Background: an optimization exercise with open tools, aiming at small area and a short achievable clock period. Do not read the settings as production practice. At most, simulation tests tie the RTL to the original design; equivalence was not proved. Power is estimated from default activity; no workload was simulated.

// multiCycleDatapath
module multiCycleDatapath #(parameter N = 32)(
	input [N-1:0] program_data, addr, init_PC,
	input pmode,
	input clk, reset,
	input SysCallAddr,
	output [1:0] flags,
	output wb_en,
	output [4:0] wb_addr,
	output [N-1:0] wb_data
);
function [3:0] encode;
	input [5:0] op;
	input [5:0] fn;
	begin
		if (op == 6'b000000) begin
			case (fn)
				6'b100000: encode = 4'b1000;
				6'b100010: encode = 4'b1001;
				6'b101010: encode = 4'b1010;
				6'b100100: encode = 4'b1011;
				6'b100110: encode = 4'b1101;
				6'b100111: encode = 4'b1110;
				6'b001000, 6'b001100: encode = 4'b1111;
				default: encode = 4'b1100;
			endcase
		end else begin
			case (op)
				6'b000001, 6'b000010, 6'b000011, 6'b000100, 6'b000101,
				6'b001111: encode = 4'b1111;
				6'b100011: encode = 4'b0111;
				6'b101011: encode = 4'b0001;
				6'b001000: encode = 4'b0000;
				6'b001010: encode = 4'b0010;
				6'b001100: encode = 4'b0011;
				6'b001101: encode = 4'b0110;
				6'b001110: encode = 4'b0101;
				default: encode = 4'b0100;
			endcase
		end
	end
endfunction
function [1:0] f0;
	input [N-1:0] p;
	begin
		f0[1] = (&p[31:2]) & ~p[1] & ~p[0];
		f0[0] = ~p[31] & (&p[30:2]);
	end
endfunction
function zsum;
	input [N-1:0] a, b;
	input cin;
	begin
  ...
export LEC_CHECK = 0
export CAP_MARGIN = 20
export CORE_MARGIN = 2
export CORE_UTILIZATION = 65
export CTS_BUF_LIST = sky130_fd_sc_hd__clkbuf_16
export CTS_CLUSTER_DIAMETER = 60
export CTS_CLUSTER_SIZE = 30
export SLEW_MARGIN = 20
export SYNTH_MEMORY_MAX_BITS = 8192
create_clock -name core_clock -period 17.5 [get_ports {clk}]
standard.sh (not shown) runs the stock make flow with config.mk's settings and CLKGATE_MAP_FILE= SYNTH_SCRIPT=/design/flow/synth_recipe.tcl, a recipe that flattens the netlist after the stock synthesis.
==> flow/flow/run.sh <==
#!/bin/bash
set -euo pipefail
bash standard.sh place > standard_place.log 2>&1
bash standard.sh SETUP_SLACK_MARGIN=13 finish > standard_finish.log 2>&1
The baseline completed with no timing, DRC or antenna violations.
==> next run, changes <==
Settings changed: CORE_UTILIZATION 65 to 60.
Synthesized cell count is unchanged.
Synthesized area stays the same.
Non-clock buffer count came out lower by 65.
Final cell count came out higher by 1.8%.
Worst setup slack loses 0.0074 ns.
Total power came out higher by 1.8%.
==> next run, changes <==
==> flow/flow/run.sh (replaced) <==
#!/bin/bash
set -euo pipefail
bash standard.sh place > standard_place.log 2>&1
bash standard.sh SETUP_SLACK_MARGIN=13.3 finish > standard_finish.log 2>&1
=> Clock-buffer cell count does not change. Setup slack improves by 0.0030 ns. Non-clock buffer count increases by 95. Total power increases slightly. First-iteration DRC count increases by a few percent. Critical path depth stays the same.
==> next run, changes <==
==> flow/flow/run.sh (replaced) <==
#!/bin/bash
set -euo pipefail
bash standard.sh place > standard_place.log 2>&1
bash standard.sh SETUP_SLACK_MARGIN=12.7 finish > standard_finish.log 2>&1
Effect:
- The changed run finished clean
- clock-buffer cell count does not change
- wire length shrinks by 1.8%
- setup slack is better by 0.0042 ns
- cell area shrinks by 1.6%
- power shrinks by 0.80%
- core utilization shrinks by 1.1 points
- global-route usage shrinks by 0.66 points

== rev 12 ==
Another version of the RTL of multiCycleDatapath (not shown whole).
Size: roughly 12000 cells after synthesis, roughly 5300 flip-flops, about 140 I/O pins, ~0.20 sq mm of cells after synthesis.
Design multiCycleDatapath, start of the top module:
module multiCycleDatapath #(parameter N = 32)(
	input [N-1:0] program_data, addr, init_PC,
	input pmode,
	input clk, reset,
	input SysCallAddr,
	output [1:0] flags,
	output wb_en,
	output [4:0] wb_addr,
	output [N-1:0] wb_data
);
function [3:0] encode;
	input [5:0] op;
	input [5:0] fn;
	begin
		if (op == 6'b000000) begin
			case (fn)
				6'b100000: encode = 4'b1000;
				6'b100010: encode = 4'b1001;
				6'b101010: encode = 4'b1010;
				6'b100100: encode = 4'b1011;
				6'b100110: encode = 4'b1101;
				6'b100111: encode = 4'b1110;
				6'b001000, 6'b001100: encode = 4'b1111;
				default: encode = 4'b1100;
			endcase
		end else begin
			case (op)
				6'b000001, 6'b000010, 6'b000011, 6'b000100, 6'b000101,
				6'b001111: encode = 4'b1111;
				6'b100011: encode = 4'b0111;
				6'b101011: encode = 4'b0001;
				6'b001000: encode = 4'b0000;
				6'b001010: encode = 4'b0010;
				6'b001100: encode = 4'b0011;
				6'b001101: encode = 4'b0110;
				6'b001110: encode = 4'b0101;
				default: encode = 4'b0100;
			endcase
		end
	end
endfunction
function [1:0] f0;
	input [N-1:0] p;
	begin
		f0[1] = (&p[31:2]) & ~p[1] & ~p[0];
		f0[0] = ~p[31] & (&p[30:2]);
	end
endfunction
function zsum;
	input [N-1:0] a, b;
	input cin;
	begin
		zsum = &(~(a ^ b ^ {a[N-2:0] | b[N-2:0], cin}));
	end
endfunction
function [7:0] dec3;
	input [2:0] a;
	begin
		dec3 = 8'd1 << a;
	end
endfunction
  ...
export LEC_CHECK = 0
export CAP_MARGIN = 20
export CORE_MARGIN = 2
export CORE_UTILIZATION = 60
export CTS_BUF_LIST = sky130_fd_sc_hd__clkbuf_16
export CTS_CLUSTER_DIAMETER = 60
export CTS_CLUSTER_SIZE = 30
export SLEW_MARGIN = 20
export SYNTH_MEMORY_MAX_BITS = 8192
create_clock -name core_clock -period 17.5 [get_ports {clk}]
==> flow/flow/run.sh <==
#!/bin/bash
set -euo pipefail
bash standard.sh place > standard_place.log 2>&1
bash standard.sh SETUP_SLACK_MARGIN=12.8 TNS_END_PERCENT=10 finish > standard_finish.log 2>&1
Rev 12: all stages complete, timing, DRC and antenna checks passed
--- input diff rev 12..rev 13 ---
==> flow/flow/run.sh <==
#!/bin/bash
set -euo pipefail
bash standard.sh place > standard_place.log 2>&1
bash standard.sh SETUP_SLACK_MARGIN=13 finish > standard_finish.log 2>&1
Findings:
- Rev 13 vs rev 12: met3 capacity usage during global routing up
- Per the comparison of rev 13 with rev 12, number of fill cells in the layout moved down; sum of routed wire length over all layers now larger.
No functional check of the RTL was part of any run of this note.

## port drivers added, routing unchanged
Ports are ideal in the flow. The routed layouts listed here were re-timed in OpenROAD.
Step 1 sets driving cells, clkbuf_16 on the clock port and buf_2 on the other inputs (assumed; they add their load-dependent delay and slew).
Step 2 adds t to the input delays and takes it off the output delays; t is the mean of the earliest and latest rising clock arrival at the registers after step 1. Input paths then give back, and output paths get back, about the clock's delay inside the block.
Slacks: ideal / step 1 / step 2; pairs: ideal / step 1.
| run | t (ns) | setup WS [ns] | worst hold slack (ns) | worst setup path at the end |
|---|---|---|---|---|
| the first run of note 1 | 1.128 | 12.426 / 12.300 / 11.918 | 0.438 / 0.438 / 0.438 | input to register |
| the second run of note 1 | 1.128 | 12.418 / 12.292 / 11.888 | 0.437 / 0.437 / 0.437 | input to register |
| the third run of note 1 | 1.125 | 12.421 / 12.297 / 11.928 | 0.436 / 0.436 / 0.436 | input to register |
| the fourth run of note 1 | 1.119 | 12.425 / 12.300 / 11.624 | 0.435 / 0.435 / 0.435 | input to register |
| rev 12 | 1.125 | 12.293 / 12.179 / 11.302 | 0.398 / 0.398 / 0.398 | input to register |
| rev 13 | 1.120 | 12.310 / 12.198 / 11.875 | 0.396 / 0.396 / 0.396 | input to register |
After both steps every run listed still meets setup and hold. For rev 12, which loses most, drivers alone change the setup slack by -0.114 ns; drivers and shift together by -0.991 ns.
